From an optimization exercise on the open Yosys and OpenROAD flow, aimed at a short achievable clock period and few clock cycles per item; shortcuts taken in it are not production practice. No run shown here included a check of the RTL's function; only the layout flow was run. Power is estimated from default activity; no workload was simulated.

**flow/design.v**
```verilog
module cpu_datapath(
    input clk,
    input rst,
    input [31:0] instruction,
    input i_mem_resp,
    input d_mem_resp,
    input [31:0] d_rdata,
    output logic [31:0] pc,
    output logic i_read,
    output logic d_mem_read,
    output logic d_mem_write,
    output logic [31:0] d_mem_address,
    output logic [31:0] d_wdata,
    output logic [3:0] d_wmask
);
localparam logic [6:0] OP_LUI   = 7'b0110111;
localparam logic [6:0] OP_AUIPC = 7'b0010111;
localparam logic [6:0] OP_JAL   = 7'b1101111;
localparam logic [6:0] OP_JALR  = 7'b1100111;
localparam logic [6:0] OP_BR    = 7'b1100011;
localparam logic [6:0] OP_LOAD  = 7'b0000011;
localparam logic [6:0] OP_STORE = 7'b0100011;
localparam logic [6:0] OP_IMM   = 7'b0010011;
localparam logic [6:0] OP_REG   = 7'b0110011;
assign i_read = 1'b1;
logic [31:0] f_pc;
logic        d_valid;
logic [31:0] d_instr;
logic [31:0] d_pc;
logic        e_valid;
logic [31:0] e_rs1v, e_rs2v, e_imm, e_pre, e_fix;
logic        e_fa_m, e_fa_w, e_fb_m, e_fb_w;
logic        e_b_imm;
logic        e_op_add, e_op_sub, e_op_sll, e_op_slt, e_op_sltu, e_op_xor;
logic        e_op_sr, e_op_or, e_op_and, e_op_pre, e_sra;
logic        e_br, e_pred, e_jalr, e_load, e_store, e_wen;
logic        e_c_eq, e_c_lts, e_c_ltu, e_c_inv;
logic [2:0]  e_f3;
logic [4:0]  e_rd;
logic        m_read, m_write, m_wen;
logic [31:0] m_res, m_wdata;
logic [3:0]  m_wmask;
logic [2:0]  m_f3;
logic [4:0]  m_rd;
logic        w_wen;
logic [4:0]  w_rd;
logic [31:0] w_res;
logic [31:0] rf [1:31];
assign pc = f_pc;
assign d_mem_read = m_read;
assign d_mem_write = m_write;
assign d_mem_address = {m_res[31:2], 2'b00};
assign d_wdata = m_wdata;
assign d_wmask = m_wmask;
logic [6:0] d_op;
logic [2:0] d_f3;
logic [4:0] d_rs1, d_rs2, d_rd;
logic d_lui, d_auipc, d_jal, d_jalr, d_brn, d_load, d_store, d_opimm, d_opreg;
logic d_use1, d_use2, d_wen;
logic [31:0] i_imm, s_imm, b_imm, u_imm, j_imm, d_imm, d_tadd, d_target, d_pc4;
logic d_pred, d_redirect, stall_d;
logic [31:0] rf1, rf2, d_rs1v, d_rs2v;
assign d_op  = d_instr[6:0];
assign d_f3  = d_instr[14:12];
assign d_rs1 = d_instr[19:15];
assign d_rs2 = d_instr[24:20];
assign d_rd  = d_instr[11:7];
assign d_lui   = d_op == OP_LUI;
assign d_auipc = d_op == OP_AUIPC;
assign d_jal   = d_op == OP_JAL;
assign d_jalr  = d_op == OP_JALR;
assign d_brn   = d_op == OP_BR;
assign d_load  = d_op == OP_LOAD;
assign d_store = d_op == OP_STORE;
assign d_opimm = d_op == OP_IMM;
assign d_opreg = d_op == OP_REG;
assign d_use1 = d_jalr | d_brn | d_load | d_store | d_opimm | d_opreg;
assign d_use2 = d_brn | d_store | d_opreg;
assign d_wen  = (d_lui | d_auipc | d_jal | d_jalr | d_load | d_opimm | d_opreg) & (d_rd != 5'd0);
assign i_imm = {{21{d_instr[31]}}, d_instr[30:20]};
assign s_imm = {{21{d_instr[31]}}, d_instr[30:25], d_instr[11:7]};
assign b_imm = {{20{d_instr[31]}}, d_instr[7], d_instr[30:25], d_instr[11:8], 1'b0};
assign u_imm = {d_instr[31:12], 12'b0};
assign j_imm = {{12{d_instr[31]}}, d_instr[19:12], d_instr[20], d_instr[30:21], 1'b0};
assign d_imm  = d_store ? s_imm : (d_lui | d_auipc) ? u_imm : i_imm;
assign d_tadd = d_jal ? j_imm : d_brn ? b_imm : u_imm;
assign d_target = d_pc + d_tadd;
assign d_pc4 = d_pc + 32'd4;
assign d_pred = d_brn & d_instr[31];
assign d_redirect = d_valid & (d_jal | d_pred);
assign rf1 = (d_rs1 == 5'd0) ? 32'd0 : rf[d_rs1];
assign rf2 = (d_rs2 == 5'd0) ? 32'd0 : rf[d_rs2];
assign d_rs1v = (w_wen && w_rd == d_rs1) ? w_res : rf1;
assign d_rs2v = (w_wen && w_rd == d_rs2) ? w_res : rf2;
assign stall_d = d_valid & e_load & e_wen &
                 ((d_use1 & (e_rd == d_rs1)) | (d_use2 & (e_rd == d_rs2)));
logic [31:0] fa, fb, ab, sum, sll_r, sr_r, res;
logic eq, ltu, lts, taken, e_redirect;
logic [31:0] e_target;
assign fa = e_fa_m ? m_res : e_fa_w ? w_res : e_rs1v;
assign fb = e_fb_m ? m_res : e_fb_w ? w_res : e_rs2v;
assign ab = e_b_imm ? e_imm : fb;
assign sum = e_op_sub ? (fa - ab) : (fa + ab);
assign sll_r = fa << ab[4:0];
assign sr_r = 32'($signed({e_sra & fa[31], fa}) >>> ab[4:0]);
assign eq = fa == ab;
assign ltu = fa < ab;
assign lts = (fa[31] ^ ab[31]) ? fa[31] : ltu;
assign res = ({32{e_op_add | e_op_sub}} & sum)
           | ({32{e_op_sll}} & sll_r)
           | ({32{e_op_sr}} & sr_r)
           | ({32{e_op_slt}} & {31'd0, lts})
           | ({32{e_op_sltu}} & {31'd0, ltu})
           | ({32{e_op_xor}} & (fa ^ ab))
           | ({32{e_op_or}} & (fa | ab))
           | ({32{e_op_and}} & (fa & ab))
           | ({32{e_op_pre}} & e_pre);
assign taken = ((e_c_eq & eq) | (e_c_lts & lts) | (e_c_ltu & ltu)) ^ e_c_inv;
assign e_redirect = (e_br & (taken ^ e_pred)) | e_jalr;
assign e_target = e_jalr ? {sum[31:1], 1'b0} : e_fix;
logic [31:0] st_data;
logic [3:0] st_mask;
always_comb begin
    case (e_f3[1:0])
        2'b00: begin
            st_data = {4{fb[7:0]}};
            st_mask = 4'b0001 << sum[1:0];
        end
        2'b01: begin
            st_data = {2{fb[15:0]}};
            st_mask = sum[1] ? 4'b1100 : 4'b0011;
        end
        default: begin
            st_data = fb;
            st_mask = 4'b1111;
        end
    endcase
end
logic freeze;
assign freeze = (m_read | m_write) & ~d_mem_resp;
logic [7:0] ld_b;
logic [15:0] ld_h;
logic [31:0] ld_v;
always_comb begin
    case (m_res[1:0])
        2'b00: ld_b = d_rdata[7:0];
        2'b01: ld_b = d_rdata[15:8];
        2'b10: ld_b = d_rdata[23:16];
        default: ld_b = d_rdata[31:24];
    endcase
    ld_h = m_res[1] ? d_rdata[31:16] : d_rdata[15:0];
    case (m_f3)
        3'b000: ld_v = {{24{ld_b[7]}}, ld_b};
        3'b001: ld_v = {{16{ld_h[15]}}, ld_h};
        3'b100: ld_v = {24'd0, ld_b};
        3'b101: ld_v = {16'd0, ld_h};
        default: ld_v = d_rdata;
    endcase
end
always_ff @(posedge clk) begin
    if (rst)
        f_pc <= 32'h00000060;
    else if (!freeze) begin
        if (e_redirect)
            f_pc <= e_target;
        else if (!stall_d) begin
            if (d_redirect)
                f_pc <= d_target;
            else if (i_mem_resp)
                f_pc <= f_pc + 32'd4;
        end
    end
end
always_ff @(posedge clk) begin
    if (rst)
        d_valid <= 1'b0;
    else if (!freeze) begin
        if (e_redirect)
            d_valid <= 1'b0;
        else if (!stall_d)
            d_valid <= i_mem_resp & ~d_redirect;
    end
end
always_ff @(posedge clk) begin
    if (!freeze && !stall_d) begin
        d_instr <= instruction;
        d_pc <= f_pc;
    end
end
logic d_go;
assign d_go = d_valid & ~stall_d & ~e_redirect;
always_ff @(posedge clk) begin
    if (rst) begin
        e_valid <= 1'b0;
        e_br <= 1'b0;
        e_jalr <= 1'b0;
        e_load <= 1'b0;
        e_store <= 1'b0;
        e_wen <= 1'b0;
    end else if (!freeze) begin
        e_valid <= d_go;
        e_br <= d_go & d_brn;
        e_jalr <= d_go & d_jalr;
        e_load <= d_go & d_load;
        e_store <= d_go & d_store;
        e_wen <= d_go & d_wen;
    end
end
always_ff @(posedge clk) begin
    if (!freeze) begin
        e_rd <= d_rd;
        e_f3 <= d_f3;
        e_rs1v <= d_rs1v;
        e_rs2v <= d_rs2v;
        e_imm <= d_imm;
        e_pre <= d_lui ? u_imm : d_auipc ? d_target : d_pc4;
        e_fix <= d_pred ? d_pc4 : d_target;
        e_pred <= d_pred;
        e_fa_m <= e_wen & (e_rd == d_rs1);
        e_fa_w <= m_wen & (m_rd == d_rs1);
        e_fb_m <= e_wen & (e_rd == d_rs2);
        e_fb_w <= m_wen & (m_rd == d_rs2);
        e_b_imm <= ~(d_opreg | d_brn);
        e_op_add  <= (d_load | d_store) |
                     ((d_opimm | d_opreg) & d_f3 == 3'b000 & ~(d_opreg & d_instr[30]));
        e_op_sub  <= d_opreg & d_f3 == 3'b000 & d_instr[30];
        e_op_sll  <= (d_opimm | d_opreg) & d_f3 == 3'b001;
        e_op_slt  <= (d_opimm | d_opreg) & d_f3 == 3'b010;
        e_op_sltu <= (d_opimm | d_opreg) & d_f3 == 3'b011;
        e_op_xor  <= (d_opimm | d_opreg) & d_f3 == 3'b100;
        e_op_sr   <= (d_opimm | d_opreg) & d_f3 == 3'b101;
        e_op_or   <= (d_opimm | d_opreg) & d_f3 == 3'b110;
        e_op_and  <= (d_opimm | d_opreg) & d_f3 == 3'b111;
        e_op_pre  <= d_lui | d_auipc | d_jal | d_jalr;
        e_sra     <= d_instr[30];
        e_c_eq  <= d_f3[2:1] == 2'b00;
        e_c_lts <= d_f3[2:1] == 2'b10;
        e_c_ltu <= d_f3[2:1] == 2'b11;
        e_c_inv <= d_f3[0];
    end
end
always_ff @(posedge clk) begin
    if (rst) begin
        m_read <= 1'b0;
        m_write <= 1'b0;
        m_wen <= 1'b0;
    end else if (!freeze) begin
        m_read <= e_load;
        m_write <= e_store;
        m_wen <= e_wen;
    end
end
always_ff @(posedge clk) begin
    if (!freeze) begin
        m_res <= res;
        m_wdata <= st_data;
        m_wmask <= st_mask;
        m_f3 <= e_f3;
        m_rd <= e_rd;
    end
end
always_ff @(posedge clk) begin
    if (rst)
        w_wen <= 1'b0;
    else if (!freeze)
        w_wen <= m_wen;
end
always_ff @(posedge clk) begin
    if (!freeze) begin
        w_rd <= m_rd;
        w_res <= m_read ? ld_v : m_res;
    end
end
always_ff @(posedge clk) begin
    if (w_wen)
        rf[w_rd] <= w_res;
end
endmodule
```
**flow/run.sh**
```bash
#!/bin/bash
# synth_recipe.tcl (not shown) runs the flow's synth.tcl, then flattens the netlist and writes it again
# the make line also repeats each setting of config.mk as NAME=value (left out here)
make -C /OpenROAD-flow-scripts/flow DESIGN_CONFIG=/design/flow/config.mk WORK_HOME=/design/flow/orfs CLKGATE_MAP_FILE= SYNTH_SCRIPT=/design/flow/synth_recipe.tcl finish
```
**flow/config.mk**
```make
export PLATFORM = sky130hd
export DESIGN_NAME = cpu_datapath
export DESIGN_NICKNAME = cpu_datapath
export VERILOG_FILES = /design/flow/design.v
export SDC_FILE = /design/flow/constraint.sdc
export NUM_CORES = 4
export LEC_CHECK = 0
export CAP_MARGIN = 20
export CORE_MARGIN = 2
export CORE_UTILIZATION = 40
export PLACE_DENSITY = 0.6
export SLEW_MARGIN = 20
```
**flow/constraint.sdc**
```tcl
create_clock -name core_clock -period 10.0 [get_ports {clk}]
set_input_delay 2.0000 -clock core_clock [delete_from_list [all_inputs] [get_ports {clk}]]
set_output_delay 2.0000 -clock core_clock [all_outputs]
set_load 0.01 [all_outputs]
```
==> flow_summary_export.csv, run 1 <==
group,metric,value,unit
status,status,"no timing/DRC/antenna violations",
routing,drtIter0Drc,6814,
routing,num_vias,51830,
logic_synthesis,syn_avg_cell_area,13.79,um2
floorplan,die_y,439.2,um
timing,maxSlewViolCount,0,
floorplan,coreArea,0.1880,mm2
logic_synthesis,yosysSeqAreaShare,55.15,%
global_routing,grt_pass1_vias,50230,
routing,wirelength,274.4,mm
placement,placed_cell_area,0.08033,mm2
logic_synthesis,ys_ff_latch,1409,
placement,gp_congestion,0.9827,
logic_synthesis,synth_warnings,1,
power,ir_drop,0.1713,mV
global_routing,grt_usage,27.95,%
floorplan,die_w,439.2,um
finish,syn2layout_area_growth,13.25,%
routing,wl_per_cell,33.53,um
placement,numPortBuffers,167,
floorplan,pin_count,171,
clocking,h-tree-depth,4,
clocking,cts_made_buffers,157,
worst_setup_path,slowest_stage,"a2111oi_1",
logic_synthesis,ys_types,96,
floorplan,start_util,40.30,%
logic_synthesis,synth_ff_type,"edfxtp_1",
floorplan,dieArea,0.1929,mm2
power,finalPower,14.67,mW
finish,nets,5749,
timing,final_hold_viol_count,0,
routing,dr.pass1.iters,6,
worst_setup_path,crit_required,10.62,ns
clocking,cts_hold_buf,0,
clocking,cts_resized,0,
worst_setup_path,worstPathArrival,7.19,ns
timing,setup_slack,3.425,ns
placement,pre_cts_slack,3.548,ns
logic_synthesis,synth_cells,5493,
global_routing,grt_overflow_total,0,
routing,via_per_inst,6.334,
finish,drive_above_1_share,19.13,%
timing,layout_min_cycle_time,6.575,ns
global_routing,grt_max_degree,138,
global_routing,grt_pass1_wl,381.5,mm
timing,max_slew_margin,27.99,%
clocking,clkSinkCount,1409,
logic_synthesis,synth_enable_flop_cells,1357,
clocking,clk_latency,0.84,ns
routing,drc_errors,0,
global_routing,antenna_found_initial,10,
timing,max_clock_freq,152.1,MHz
timing,fin_skew,0.05971,ns
worst_setup_path,path_cells,"buf_4, mux2i_1, nor2_1, a21oi_1, o21a_1, buf_4, inv_1, ha_1, nor2_1, o211ai_1, o211ai_1, nand3_1, o211ai_1, nand2_1, a21o_1, a2111oi_1, o41a_1, o21ai_1, o311ai_1",
routing,ant_nets,0,
timing,rsz0062_at_grt,"no",
logic_synthesis,synthArstFlopShare,0,%
floorplan,rows,159,
worst_hold_path,min_path_type,"flop to flop",
clocking,post_cts.repair.setup_buffers,0,
worst_setup_path,end_kind,"flop",
clocking,cts_tree,"built",
power,p_leak,29.66,nW
worst_setup_path,worst_path_most_repeated_cell,"o211ai_1",
clocking,path_clk_slew,0.06,ns
worst_setup_path,critPathMaxStageDelay,0.87,ns
power,powerDensity,171.0,mW/mm2
worst_setup_path,critPathKind,"flop to flop",
timing,timing.setup.tns,0,ns
clocking,cts_root_buf,"clkbuf_16",
timing,setup_viol_count_final,0,
flow_run,drv_cap,0,
clocking,clock_path_buffers,3,
timing,fin_crit_sh,65.75,%
timing,tightest_slew,1.069,ns
worst_setup_path,crit_fanout,41,
finish,final_area,0.08581,mm2
logic_synthesis,synth.cell_area,0.07577,mm2
worst_setup_path,crit_path_start_kind,"flop",
placement,hpwl,178.3,mm
==> worst max-delay path, delay by kind of cell, from the launching register on <==
kind                       cells  cell delay, ns
buffers and inverters          3            1.14
adders and majority gates      1            0.27
muxes                          1            0.24
DFF                            1            0.52
AOI/OAI and AO/OA             10            3.51
and+or+nand+nor                4            0.67
==> cells by family (layout without fill, tap and decap cells) <==
logic type	Yosys count	count (layout)	synth area share (%)
xor gates and xnor gates	139	139	1.607
AOI/OAI and AO/OA	1162	1162	9.865
buffers and inverters	590	778	3.189
muxes	904	904	21.30
DFF	1409	1409	55.15
adders and majority gates	132	132	2.209
other	2	9	0.009911
and+or+nand+nor	1155	1155	6.673
==> Yosys cell counts, types with 33 or more instances <==
master	number	share of area, %
edfxtp_1	1357	54
mux4_2	564	17
nand2_1	420	2.1
nor2_1	414	2.1
a21oi_1	319	2.1
mux2i_1	315	4.2
o21ai_0	286	1.9
clkbuf_1	240	1.2
inv_1	140	0.69
ha_1	129	2.1
buf_1	119	0.59
a211oi_1	115	1.1
xnor2_1	76	0.88
a21o_1	64	0.63
xor2_1	63	0.73
nand3_1	59	0.39
nor3_1	59	0.39
dfxtp_1	52	1.4
o21a_1	52	0.52
o211ai_1	51	0.51
buf_2	47	0.31
buf_4	36	0.36
nand2b_1	33	0.27
==> power by group <==
part           total (mW)  internal [mW]  leakage, nW  switching [mW]
logic                2.04          0.755         13.4            1.28
clock network        5.93           3.34         2.52            2.58
registers            6.71           6.56         13.7           0.148
==> cell type report <==
type,instances,area [um2]
clock buffer,194,4119
sequential,1409,41830
fill,16480,102200
inverter,147,568.0
clock inverter,98,1162
multi-input combinational,3495,31850
tap,2495,3122
antenna,6,15.01
timing repair buffer,339,3146
==> sequential cells by signal (all words and copies together) (netlist names), 3 cells and up, named ones only <==
register,count
e_rs1v,32
d_pc,32
w_rd,5
d_instr,32
m_f3,3
m_wdata,32
m_rd,5
f_pc,32
e_imm,32
m_res,32
w_res,32
e_rs2v,32
rf,992
e_f3,3
e_rd,5
m_wmask,4
e_fix,32
e_pre,32
==> per-layer routing <==
layer / GRT usage (%) / part of all wire [%]
met5: 0 / 0.0055
met4: 16.28 / 6.7
met3: 5.193 / 9.0
met2: 44.56 / 47
met1: 35.74 / 37
==> cells in the final DEF (no fill, tap or decap), types with 34 or more instances in the layout <==
| cell | n |
|---|---|
| nor2_1 | 383 |
| a21o_1 | 64 |
| nand2_1 | 419 |
| clkdlybuf4s50_1 | 166 |
| o21ai_0 | 285 |
| xnor2_1 | 76 |
| nand3_1 | 59 |
| inv_1 | 140 |
| ha_1 | 129 |
| nor3_1 | 59 |
| mux2i_1 | 315 |
| a21oi_1 | 318 |
| xor2_1 | 63 |
| mux4_2 | 564 |
| a211oi_1 | 115 |
| o21a_1 | 48 |
| clkbuf_16 | 158 |
| dfxtp_1 | 41 |
| edfxtp_1 | 1357 |
| clkinv_1 | 34 |
| buf_4 | 151 |
| o211ai_1 | 51 |
==> worst paths after layout <==
path                            cells past startpoint  slack (ns)    start         to
worst min register to register                      0        0.42  e_f3[2]    m_f3[2]
worst max-delay path                               19        3.42   e_fb_w  m_res[31]
worst max register to register                     19        3.42   e_fb_w  m_res[31]
worst min-delay path                                0        0.42  e_f3[2]    m_f3[2]
==> per-stage QoR <==
stage	cells	util, %	hold WS, ns
3_3_place_gp	7870	42.71	0.4044
4_1_cts	8165	45.54	0.4248
5_1_grt	8177	45.64	0.4421
2_1_floorplan	5494	-	0.4003
3_5_place_dp	7873	42.73	0.4115
6_report	8183	45.64	0.4235
==> inputs of run 2 (changes only) <==
--- a/flow/design.v
+++ b/flow/design.v
@@ -27,6 +27,11 @@
 logic        d_valid;
 logic [31:0] d_instr;
 logic [31:0] d_pc;
+logic        d_redir_done;
+logic [1:0]  fb_n;
+logic [31:0] fb_i0, fb_i1, fb_p0, fb_p1;
+logic [2:0]  fb_b0, fb_b1;       
+logic [2:0]  d_bp;
 logic        e_valid;
 logic [31:0] e_rs1v, e_rs2v, e_imm, e_pre, e_fix;
 logic        e_fa_m, e_fa_w, e_fb_m, e_fb_w;
@@ -34,6 +39,9 @@
 logic        e_op_add, e_op_sub, e_op_sll, e_op_slt, e_op_sltu, e_op_xor;
 logic        e_op_sr, e_op_or, e_op_and, e_op_pre, e_sra;
 logic        e_br, e_pred, e_jalr, e_load, e_store, e_wen;
+logic        e_isbr, e_isjal;
+logic [2:0]  e_bp;
+logic [31:0] e_pc, e_btgt;
 logic        e_c_eq, e_c_lts, e_c_ltu, e_c_inv;
 logic [2:0]  e_f3;
 logic [4:0]  e_rd;
@@ -86,8 +94,13 @@
 assign d_tadd = d_jal ? j_imm : d_brn ? b_imm : u_imm;
 assign d_target = d_pc + d_tadd;
 assign d_pc4 = d_pc + 32'd4;
-assign d_pred = d_brn & d_instr[31];
-assign d_redirect = d_valid & (d_jal | d_pred);
+logic d_fpt, d_bad;
+logic [31:0] d_rtarget;
+assign d_fpt = d_bp[2] & d_bp[1];            
+assign d_pred = d_jal | (d_brn & (d_bp[2] ? d_bp[1] : d_instr[31]));
+assign d_bad = d_fpt & ~(d_jal | d_brn);
+assign d_redirect = d_valid & ((d_pred & ~d_fpt) | d_bad);
+assign d_rtarget = d_bad ? d_pc4 : d_target;
 assign rf1 = (d_rs1 == 5'd0) ? 32'd0 : rf[d_rs1];
 assign rf2 = (d_rs2 == 5'd0) ? 32'd0 : rf[d_rs2];
 assign d_rs1v = (w_wen && w_rd == d_rs1) ? w_res : rf1;
@@ -157,34 +170,120 @@
         default: ld_v = d_rdata;
     endcase
 end
+localparam int BB = 2;
+localparam int NB = 1 << BB;
+logic [NB-1:0] btb_v;
+logic [29-BB:0] btb_tag [NB];
+logic [29:0] btb_tgt [NB];
+logic [1:0] btb_ctr [NB];
+logic [BB-1:0] f_idx;
+logic f_hit, f_bpt;
+logic [1:0] f_ctr;
+logic [31:0] f_next;
+assign f_idx = f_pc[BB+1:2];
+assign f_hit = btb_v[f_idx] & (btb_tag[f_idx] == f_pc[31:BB+2]);
+assign f_ctr = btb_ctr[f_idx];
+assign f_bpt = f_hit & f_ctr[1];
+assign f_next = f_bpt ? {btb_tgt[f_idx], 2'b00} : f_pc + 32'd4;
+logic u_we;
+logic [BB-1:0] u_idx;
+logic [29-BB:0] u_tag;
+logic [29:0] u_tgt;
+logic [1:0] u_ctr;
+logic e_tk;
+assign e_tk = e_isjal | taken;
+always_ff @(posedge clk) begin
+    if (rst)
+        u_we <= 1'b0;
+    else
+        u_we <= ~freeze & (e_isjal | (e_isbr & (taken | e_bp[2])));
+    u_idx <= e_pc[BB+1:2];
+    u_tag <= e_pc[31:BB+2];
+    u_tgt <= e_btgt[31:2];
+    if (!e_bp[2])
+        u_ctr <= 2'b10;
+    else if (e_tk)
+        u_ctr <= (e_bp[1:0] == 2'b11) ? 2'b11 : e_bp[1:0] + 2'd1;
+    else
+        u_ctr <= (e_bp[1:0] == 2'b00) ? 2'b00 : e_bp[1:0] - 2'd1;
+end
+always_ff @(posedge clk) begin
+    if (rst)
+        btb_v <= '0;
+    else if (u_we)
+        btb_v[u_idx] <= 1'b1;
+end
+always_ff @(posedge clk) begin
+    if (u_we) begin
+        btb_tag[u_idx] <= u_tag;
+        btb_tgt[u_idx] <= u_tgt;
+        btb_ctr[u_idx] <= u_ctr;
+    end
+end
+logic fetched, d_take, d_redir_go;
+assign fetched = i_mem_resp & ~fb_n[1] & ~e_redirect & ~d_redir_go;
+assign d_take = ~freeze & ~stall_d;
+assign d_redir_go = d_redirect & ~d_redir_done & ~e_redirect;
 always_ff @(posedge clk) begin
     if (rst)
         f_pc <= 32'h00000060;
-    else if (!freeze) begin
-        if (e_redirect)
-            f_pc <= e_target;
-        else if (!stall_d) begin
-            if (d_redirect)
-                f_pc <= d_target;
-            else if (i_mem_resp)
-                f_pc <= f_pc + 32'd4;
+    else if (e_redirect)
+        f_pc <= e_target;
+    else if (d_redir_go)
+        f_pc <= d_rtarget;
+    else if (fetched)
+        f_pc <= f_next;
+end
+always_ff @(posedge clk) begin
+    if (rst || e_redirect || d_redir_go)
+        fb_n <= 2'd0;
+    else if (d_take && fb_n != 2'd0)
+        fb_n <= fb_n - 2'd1 + {1'b0, fetched};
+    else if (fetched && !d_take)
+        fb_n <= fb_n + 2'd1;
+end
+always_ff @(posedge clk) begin
+    if (d_take) begin
+        if (fb_n == 2'd2) begin
+            fb_i0 <= fb_i1;
+            fb_p0 <= fb_p1;
+            fb_b0 <= fb_b1;
+        end
+        if (fb_n == 2'd1) begin
+            fb_i0 <= instruction;
+            fb_p0 <= f_pc;
+            fb_b0 <= {f_hit, f_ctr};
+        end
+    end else begin
+        if (fb_n == 2'd0) begin
+            fb_i0 <= instruction;
+            fb_p0 <= f_pc;
+            fb_b0 <= {f_hit, f_ctr};
+        end
+        if (fb_n == 2'd1) begin
+            fb_i1 <= instruction;
+            fb_p1 <= f_pc;
+            fb_b1 <= {f_hit, f_ctr};
         end
     end
 end
 always_ff @(posedge clk) begin
-    if (rst)
+    if (rst || e_redirect)
         d_valid <= 1'b0;
-    else if (!freeze) begin
-        if (e_redirect)
-            d_valid <= 1'b0;
-        else if (!stall_d)
-            d_valid <= i_mem_resp & ~d_redirect;
-    end
+    else if (d_take)
+        d_valid <= ((fb_n != 2'd0) | fetched) & ~d_redir_go;
+end
+always_ff @(posedge clk) begin
+    if (rst || d_take)
+        d_redir_done <= 1'b0;
+    else if (d_redir_go)
+        d_redir_done <= 1'b1;
 end
 always_ff @(posedge clk) begin
-    if (!freeze && !stall_d) begin
-        d_instr <= instruction;
-        d_pc <= f_pc;
+    if (d_take) begin
+        d_instr <= (fb_n != 2'd0) ? fb_i0 : instruction;
+        d_pc <= (fb_n != 2'd0) ? fb_p0 : f_pc;
+        d_bp <= (fb_n != 2'd0) ? fb_b0 : {f_hit, f_ctr};
     end
 end
 logic d_go;
@@ -192,13 +291,20 @@
 always_ff @(posedge clk) begin
     if (rst) begin
         e_valid <= 1'b0;
+        e_isbr <= 1'b0;
+        e_isjal <= 1'b0;
         e_br <= 1'b0;
         e_jalr <= 1'b0;
         e_load <= 1'b0;
         e_store <= 1'b0;
         e_wen <= 1'b0;
-    end else if (!freeze) begin
+    end else if (freeze) begin
+        e_br <= e_br & ~e_redirect;
+        e_jalr <= e_jalr & ~e_redirect;
+    end else begin
         e_valid <= d_go;
+        e_isbr <= d_go & d_brn;
+        e_isjal <= d_go & d_jal;
         e_br <= d_go & d_brn;
         e_jalr <= d_go & d_jalr;
         e_load <= d_go & d_load;
@@ -216,6 +322,9 @@
         e_pre <= d_lui ? u_imm : d_auipc ? d_target : d_pc4;
         e_fix <= d_pred ? d_pc4 : d_target;
         e_pred <= d_pred;
+        e_bp <= d_bp;
+        e_pc <= d_pc;
+        e_btgt <= d_target;
         e_fa_m <= e_wen & (e_rd == d_rs1);
         e_fa_w <= m_wen & (m_rd == d_rs1);
         e_fb_m <= e_wen & (e_rd == d_rs2);
--- a/flow/config.mk
+++ b/flow/config.mk
@@ -7,6 +7,7 @@
 export LEC_CHECK = 0
 export CAP_MARGIN = 20
 export CORE_MARGIN = 2
-export CORE_UTILIZATION = 40
-export PLACE_DENSITY = 0.6
+export CORE_UTILIZATION = 55
+export PLACE_DENSITY = 0.65
+export SETUP_SLACK_MARGIN = 5
 export SLEW_MARGIN = 20
==> run 2 against run 1 <==
- hold slack got worse by 0.11 ns
- clock skew down 0.010 ns
- non-clock buffer count up 93
- sequential share of layout area up 4.1 points
- flip-flop and latch count grew 514
- clock-buffer cell count increased by 57
- die area is 8.7% lower
- critical path type unchanged
- critical endpoint is now m_res[29]
- still clean on timing, DRC and antenna
- largest power group is now combinational cells
- register-to-register slack improved by 1.6 ns
- total power up 140%
- combinational power grew to 7.6 times the previous value
- routed wire length rose by 18%
- first-iteration DRC count up 17%
==> flow_summary_export.csv, run 2 <==
group,metric,value,unit
status,status,"no timing/DRC/antenna violations",
clocking,cts_root_buf,"clkbuf_16",
clocking,cts_hold_buf,0,
logic_synthesis,synthArstFlopShare,0,%
global_routing,grt.met2_usage,59.23,%
routing,drtIter0Drc,8001,
global_routing,top_usage_layer,"met2",
finish,nets,6791,
worst_hold_path,min_to,"u_tgt[0]",
logic_synthesis,ys_ff_latch,1923,
worst_setup_path,critPathBufInv,3,
worst_setup_path,reg2reg_slack,4.98,ns
routing,wirelength,322.6,mm
logic_synthesis,synth_warnings,1,
placement,place.detailed.instances,8620,
logic_synthesis,synth_top_cell_area_share,56.80,%
timing,maxSlewViolCount,0,
finish,largestRegisters,"rf: 992 flops, btb_tgt: 120 flops, btb_tag: 112 flops",
timing,timing.setup.tns,0,ns
finish,fin_util,62.39,%
finish,n_fill_cell,12780,
power,p_leak,37.03,nW
logic_synthesis,synth_ff_type,"edfxtp_1",
placement,numPortBuffers,167,
worst_hold_path,min_path_type,"flop to flop",
global_routing,grt_overflow_total,0,
global_routing,grt_usage,36.55,%
power,finalPower,35.03,mW
logic_synthesis,synth_cells,6467,
global_routing,antenna_found_initial,10,
worst_setup_path,crit_required,10.57,ns
worst_hold_path,hp-start,"e_btgt[2]",
placement,pre_cts_slack,3.705,ns
floorplan,die_y,419.6,um
global_routing,use_met1,47.80,%
timing,setup_viol_count_final,0,
logic_synthesis,ys_types,100,
finish,layout_commonest_cell,"edfxtp_1",
routing,dr.pass1.iters,6,
logic_synthesis,synth.cell_area,0.09500,mm2
logic_synthesis,synth_most_common_cell,"edfxtp_1",
clocking,cts_tree,"built",
routing,via_per_inst,6.812,
worst_setup_path,cp_top_family,"compound AO/OA/AOI/OAI gates",
logic_synthesis,syn_avg_cell_area,14.69,um2
timing,fin_skew,0.04937,ns
worst_setup_path,critPathKind,"flop to flop",
floorplan,dieArea,0.1761,mm2
worst_setup_path,slowest_stage,"a221o_2",
routing,ant_nets,0,
logic_synthesis,yosysSeqAreaShare,59.45,%
floorplan,start_util,55.38,%
worst_setup_path,reg2regPathDepth,17,
floorplan,coreArea,0.1715,mm2
power,powerDensity,327.3,mW/mm2
finish,largest_register_ffs,992,
floorplan,pin_count,171,
logic_synthesis,yosys.area.top_type,"edfxtp_1",
timing,rsz0062_at_grt,"yes",
timing,max_slew_margin,20.43,%
worst_setup_path,worstPathArrival,5.59,ns
worst_setup_path,crit_path_start_kind,"flop",
clocking,path_clk_slew,0.06,ns
finish,top_register,"rf",
logic_synthesis,synth_enable_flop_cells,1797,
clocking,clk_latency,0.86,ns
global_routing,grt_max_degree,132,
timing,layout_min_cycle_time,5.019,ns
timing,max_clock_freq,199.2,MHz
routing,num_vias,61760,
timing,tightest_slew,1.170,ns
global_routing,grt_pass1_vias,59570,
clocking,h-tree-depth,4,
worst_hold_path,hold_depth,0,
global_routing,use_met3,6.328,%
logic_synthesis,synthTopCellsByCount,"edfxtp_1 (1797), mux4_2 (615), nand2_1 (447)",
global_routing,grt_pass1_wl,450.9,mm
flow_run,drv_cap,0,
clocking,clock_path_buffers,3,
routing,wl_per_cell,35.59,um
placement,hpwl,211.7,mm
worst_setup_path,critPathMaxStageDelay,0.46,ns
finish,fin_cells,9065,
finish,syn2layout_area_growth,12.65,%
timing,fin_crit_sh,50.19,%
clocking,cts_made_buffers,192,
power,ir_drop,0.2444,mV
worst_setup_path,end_kind,"flop",
logic_synthesis,synthTopCellsByArea,"edfxtp_1 (57%), mux4_2 (15%), mux2i_1 (3.9%), dfxtp_1 (2.7%), mux2_2 (1.8%)",
worst_setup_path,crit_fanout,45,
worst_setup_path,worstReg2RegEnd,"m_res[29]",
worst_setup_path,timing.rr.start,"e_fb_w",
finish,layout_common_cells,"edfxtp_1 (1797), mux4_2 (615), nand2_1 (447), nor2_1 (368), mux2i_1 (364)",
timing,setup_slack,4.981,ns
worst_setup_path,setup.worst_path.start,"e_fb_w",
finish,drive_above_1_share,21.91,%
routing,drc_errors,0,
clocking,clkSinkCount,1923,
timing,final_hold_viol_count,0,
floorplan,rows,152,
floorplan,die_w,419.6,um
placement,gp_congestion,0.9881,
worst_setup_path,path_cells,"buf_12, mux2_2, mux2i_4, o21a_2, inv_2, buf_6, ha_1, or2_2, o211ai_1, nand4_1, a41oi_2, o21ai_2, a221o_2, a311oi_2, o21ai_0, nor3b_1, a211o_1",
run 2: cell types whose count changed after synthesis, moves of 27 or more:
cell | before | now
mux2_2 | 25 | 154
dfxtp_1 | 52 | 126
o21ai_1 | 10 | 42
mux4_2 | 564 | 615
edfxtp_1 | 1357 | 1797
mux2i_1 | 315 | 367
nand2_1 | 420 | 447
clkbuf_1 | 240 | 310
run 2: through the flow:
step	cell area (um2)	hold WS (ns)
final	107000	0.3161
after global routing	107000	0.3301
after CTS	106500	0.3244
after detailed placement	99340	0.3269
after global placement	99280	0.3238
after floorplan	95100	0.3233
run 2: worst max path at each step:
stage / endpoint / slack [ns] / cells after the start
after global routing: m_res[29] / 4.92 / 17
after global placement: fb_n[1] / 3.80 / 18
after floorplan: e_b_imm / 1.91 / 3
after detailed placement: fb_n[1] / 3.71 / 18
after CTS: fb_n[1] / 5.00 / 17
final: m_res[29] / 4.98 / 17
run 2: per-layer routing:
layer,vias up,part of all wire [%],wire [um]
li1,25780,-,-
met1,31730,37,120400
met2,3485,48,155500
met3,753,8.4,27100
met4,6,6.1,19570
met5,-,0.012,40
run 2: logic make-up (layout without fill, tap and decap cells):
group / Yosys count / after routing / synth area share [%]
AOI/OAI and AO/OA: 1220 / 1221 / 8.298
xor gates and xnor gates: 171 / 171 / 1.596
adders and majority gates: 138 / 138 / 1.836
buffers and inverters: 668 / 949 / 2.888
DFF: 1923 / 1923 / 59.45
muxes: 1137 / 1137 / 20.28
other: 2 / 8 / 0.007905
and+or+nand+nor: 1208 / 1208 / 5.637
run 2: what timing repair did:
item,4_1_cts,5_1_grt
setup endpoints to repair,87,80
buffers inserted,42,34
gates resized for setup,45,52
gates cloned,2,0
pin swaps,9,11
run 2: where the power goes:
part | leakage [nW] | total [mW] | internal, mW | switching, mW
Combinational | 15.5 | 15.6 | 5.99 | 9.58
Sequential | 18.4 | 12.0 | 10.6 | 1.41
Clock | 3.16 | 7.44 | 4.27 | 3.17
run 2: cell type report:
type / instances / area, um2 / area share (%)
flip-flops and latches: 1923 / 56530 / 52.82
multi-input cells: 3878 / 36490 / 34.10
clock buffers: 251 / 5231 / 4.888
repair buffers: 432 / 4010 / 3.747
well taps: 2310 / 2890 / 2.701
clock inverters: 106 / 1250 / 1.168
inverters: 160 / 604.3 / 0.5647
diodes: 5 / 12.51 / 0.01169
run 2: worst reg2reg max path, cell delays in order, from the launching register on:
cell and delay, ns:
edfxtp_1 0.43, buf_12 0.20, mux2_2 0.41, mux2i_4 0.23
o21a_2 0.23, inv_2 0.05, buf_6 0.22, ha_1 0.35
or2_2 0.27, o211ai_1 0.25, nand4_1 0.22, a41oi_2 0.36
o21ai_2 0.16, a221o_2 0.46, a311oi_2 0.32, o21ai_0 0.13
nor3b_1 0.18, a211o_1 0.26
==> inputs of run 3 (changes only) <==
==> flow/flow/run.sh (new file) <==
#!/bin/bash
# Standard layout, with repair_timing aiming well past the clock period
# (setup margin 6.5 ns); the clock and constraints are unchanged.
set -euo pipefail
bash standard.sh SETUP_SLACK_MARGIN=6.5 finish > standard_flow.log 2>&1
==> flow/standard.sh (new file) <==
#!/bin/bash
# synth_recipe.tcl (not shown) runs the flow's synth.tcl, then flattens the netlist and writes it again
# the make line also repeats each setting of config.mk as NAME=value (left out here)
make -C /OpenROAD-flow-scripts/flow DESIGN_CONFIG=/design/flow/config.mk WORK_HOME=/design/flow/orfs CLKGATE_MAP_FILE= SYNTH_SCRIPT=/design/flow/synth_recipe.tcl "${@:-finish}"
--- a/flow/config.mk
+++ b/flow/config.mk
@@ -9,5 +9,5 @@
 export CORE_MARGIN = 2
 export CORE_UTILIZATION = 55
 export PLACE_DENSITY = 0.65
-export SETUP_SLACK_MARGIN = 5
 export SLEW_MARGIN = 20
+export TNS_END_PERCENT = 20
removed: flow/run.sh
==> run 3 against run 2 <==
- cell area increased by 6.2%
- critical path depth is 2 higher
- area after synthesis unchanged
- total power up 10%
- global-route usage is 0.24 points higher
- largest cell class unchanged
- clock-buffer cell count decreased by 4
- synthesized cell count is the same
- still clean on timing, DRC and antenna
- final cell count rose by 3.7%
- sequential power about the same
- largest power group unchanged
- register-to-register slack gained 0.51 ns
- highest routed layer unchanged
- worst setup slack improved by 0.51 ns
==> flow_summary_export.csv, run 3 <==
group,metric,value,unit
placement,placed_cell_area,0.09926,mm2
routing,drtIter0Drc,9399,
finish,syn2layout_area_growth,19.63,%
timing,hold_ws,0.3140,ns
floorplan,coreArea,0.1715,mm2
power,p_comb_share,50.4,%
floorplan,rows,152,
worst_setup_path,timing.rr.start,"e_fb_w",
global_routing,antenna_found_initial,17,
clocking,path_clk_slew,0.07,ns
logic_synthesis,synthTopCellsByArea,"edfxtp_1 (57%), mux4_2 (15%), mux2i_1 (3.9%), dfxtp_1 (2.7%), mux2_2 (1.8%)",
logic_synthesis,yosysSeqAreaShare,59.45,%
floorplan,die_y,419.6,um
routing,num_vias,64420,
finish,largest_register_ffs,992,
timing,layout_min_cycle_time,4.506,ns
global_routing,grt_usage,36.78,%
power,pwr-share-clk,19.2,%
worst_hold_path,min_path_type,"flop to flop",
finish,layout_commonest_cell,"edfxtp_1",
placement,place.detailed.instances,8617,
worst_setup_path,crit_path_end,"m_res[25]",
routing,drc_errors,0,
clocking,cts_tree,"built",
timing,max_clock_freq,221.9,MHz
power,powerDensity,339.9,mW/mm2
floorplan,start_util,55.38,%
logic_synthesis,syn_avg_cell_area,14.69,um2
finish,layout_common_cells,"edfxtp_1 (1797), mux4_2 (615), nand2_1 (437), buf_4 (416), nor2_1 (346)",
routing,via_per_inst,6.853,
clocking,clk_latency,0.89,ns
timing,timing.setup.tns,0,ns
finish,nets,7117,
finish,final_area,0.1137,mm2
logic_synthesis,synth_cells,6467,
clocking,clkSinkCount,1923,
flow_run,drv_cap,0,
floorplan,die_w,419.6,um
worst_setup_path,crit_path_start_kind,"flop",
floorplan,dieArea,0.1761,mm2
clocking,cts_made_buffers,194,
logic_synthesis,synth_top_cell_area_share,56.80,%
logic_synthesis,synth_most_common_cell,"edfxtp_1",
timing,rsz0062_at_grt,"yes",
worst_setup_path,end_kind,"flop",
status,status,"no timing/DRC/antenna violations",
logic_synthesis,synth_ff_type,"edfxtp_1",
placement,hpwl,199.4,mm
routing,wirelength,330.8,mm
global_routing,grt_pass1_vias,61680,
finish,n_fill_cell,12100,
floorplan,pin_count,171,
power,switchingPower,15.53,mW
timing,final_hold_viol_count,0,
clocking,h-tree-depth,4,
power,swShare,40.19,%
timing,maxSlewViolCount,0,
finish,top_register,"rf",
power,ir_drop,0.2650,mV
worst_setup_path,reg2reg_slack,5.49,ns
timing,setup_viol_count_final,0,
worst_setup_path,crit_fanout,4,
logic_synthesis,synth_enable_flop_cells,1797,
timing,fin_crit_sh,45.06,%
clocking,cts_hold_buf,0,
placement,gp_congestion,1.017,
clocking,cts_root_buf,"clkbuf_16",
timing,tightest_slew,1.163,ns
logic_synthesis,synthArstFlopShare,0,%
routing,ant_nets,0,
power,intPower,23.11,mW
finish,fin_cells,9400,
clocking,clock_path_buffers,3,
logic_synthesis,synth.cell_area,0.09500,mm2
finish,drive_above_1_share,31.92,%
global_routing,grt_pass1_wl,454.8,mm
worst_setup_path,worstPathArrival,5.05,ns
timing,max_slew_margin,22.50,%
timing,fin_skew,0.06067,ns
worst_setup_path,critPathKind,"flop to flop",
logic_synthesis,synth_warnings,1,
global_routing,grt_overflow_total,0,
logic_synthesis,yosys.area.top_type,"edfxtp_1",
logic_synthesis,synthTopCellsByCount,"edfxtp_1 (1797), mux4_2 (615), nand2_1 (447)",
placement,numPortBuffers,167,
power,seq_power_share,30.4,%
worst_setup_path,setup.worst_path.start,"e_fb_w",
routing,dr.pass1.iters,7,
logic_synthesis,ys_types,100,
worst_setup_path,crit_required,10.54,ns
worst_setup_path,worstReg2RegEnd,"m_res[25]",
logic_synthesis,ys_ff_latch,1923,
finish,largestRegisters,"rf: 992 flops, btb_tgt: 120 flops, btb_tag: 112 flops",
power,p_leak,40.13,nW
routing,wl_per_cell,35.19,um
worst_setup_path,reg2regPathDepth,19,
global_routing,grt_max_degree,114,
## run 3: cell counts after synthesis
No cell type changed its count.
## run 3: worst min path at each step
stage / start / to / cells past startpoint
2_1_floorplan: e_pc[2] / u_idx[0] / 0
3_3_place_gp: e_pc[18] / u_tag[14] / 0
3_5_place_dp: e_pc[7] / u_tag[3] / 0
4_1_cts: e_btgt[5] / u_tgt[3] / 0
5_1_grt: e_btgt[5] / u_tgt[3] / 0
6_report: e_btgt[5] / u_tgt[3] / 0
## run 3: critical path: stages, from the launching register on
cell      delay, ns
edfxtp_1       0.44
buf_4          0.17
buf_6          0.11
mux2_4         0.31
mux2i_4        0.20
o21a_4         0.17
buf_12         0.15
inv_16         0.04
ha_4           0.15
or2_4          0.21
o211ai_1       0.25
nand4_1        0.23
a41oi_2        0.34
o21ai_2        0.15
a221o_1        0.43
buf_4          0.17
a211oi_2       0.22
a21oi_2        0.11
xnor2_1        0.18
o221ai_1       0.14
## run 3: power by group through the flow
stage          registers (mW)  logic (mW)  clock network [mW]
2_1_floorplan            11.3        9.66                   0
3_3_place_gp             12.1        14.3                   0
3_5_place_dp             12.2        14.3                   0
4_1_cts                  11.9        17.7                7.46
5_1_grt                  11.8        20.2                7.76
6_report                 11.8        19.5                7.40
## run 3: cell families after synthesis
family | synth area share, %
AND/OR/NAND/NOR | 5.637
buffers and inverters | 2.888
flip-flops | 59.45
XOR/XNOR | 1.596
AO/OA/AOI/OAI | 8.298
adder cells (fa/ha/maj) | 1.836
multiplexers | 20.28
other | 0.007905
## run 3: timing repair
item / CTS / global route
setup buffers: 233 / 142
pin swaps: 192 / 85
resized for setup: 711 / 294
endpoints found under the hold margin: 0 / 0
gates cloned: 27 / 7
endpoints found under the setup margin: 747 / 649
## run 3: layout make-up
type	instances	area, um2	area share, %
antenna	9	22.52	0.01982
sequential	1923	56620	49.81
multi-input combinational	3879	39300	34.57
timing repair inverter	3	26.28	0.02312
inverter	160	648.1	0.5702
tap	2310	2890	2.543
clock buffer	247	5269	4.636
timing repair buffer	752	7730	6.801
clock inverter	117	1157	1.018
## run 3: routing by layer
layer  up-vias  part of all wire (%)  GRT usage, %
li1      26430                     -             -
met1     32940                    36         47.51
met2      4065                    47         57.10
met3       974                    10         8.093
met4        10                   7.4         22.75
met5         -                 0.020             0
## run 3: per-stage QoR
step	power (mW)	util [%]	worst slack [ns]
final	38.64	66.25	5.494
after floorplan	20.98	-	1.915
after CTS	37.05	64.86	5.614
after global placement	26.47	57.86	3.569
after global routing	39.76	66.25	5.429
after detailed placement	26.51	57.86	3.373

==> re-timing with driven ports <==
In the flow no input, the clock included, has a driving cell. The finished layouts below were timed again as built, in two steps. Step 1 assumes that a clkbuf_16 drives the clock port and a buf_2 every other input. Step 2, shift: input delay + t, output delay - t, t = (earliest + latest rising clock arrival at the registers) / 2. This alone moves slack from input paths to output paths. Slacks: ideal ports / drivers / drivers and shift; pairs: ideal ports / drivers.
| run | shift t [ns] | slack for setup (ns) | worst hold slack (ns) |
|---|---|---|---|
| run 1 | 0.897 | 3.425 / 3.425 / 3.425 | 0.423 / 0.423 / 0.423 |
| run 2 | 0.922 | 4.981 / 4.981 / 4.511 | 0.316 / 0.316 / 0.316 |
| run 3 | 0.954 | 5.494 / 5.494 / 5.127 | 0.314 / 0.314 / 0.314 |
After both steps setup and hold are still met in every run listed. For run 2, which loses most, drivers alone change the setup slack by 0.000 ns; drivers and shift together by -0.470 ns.
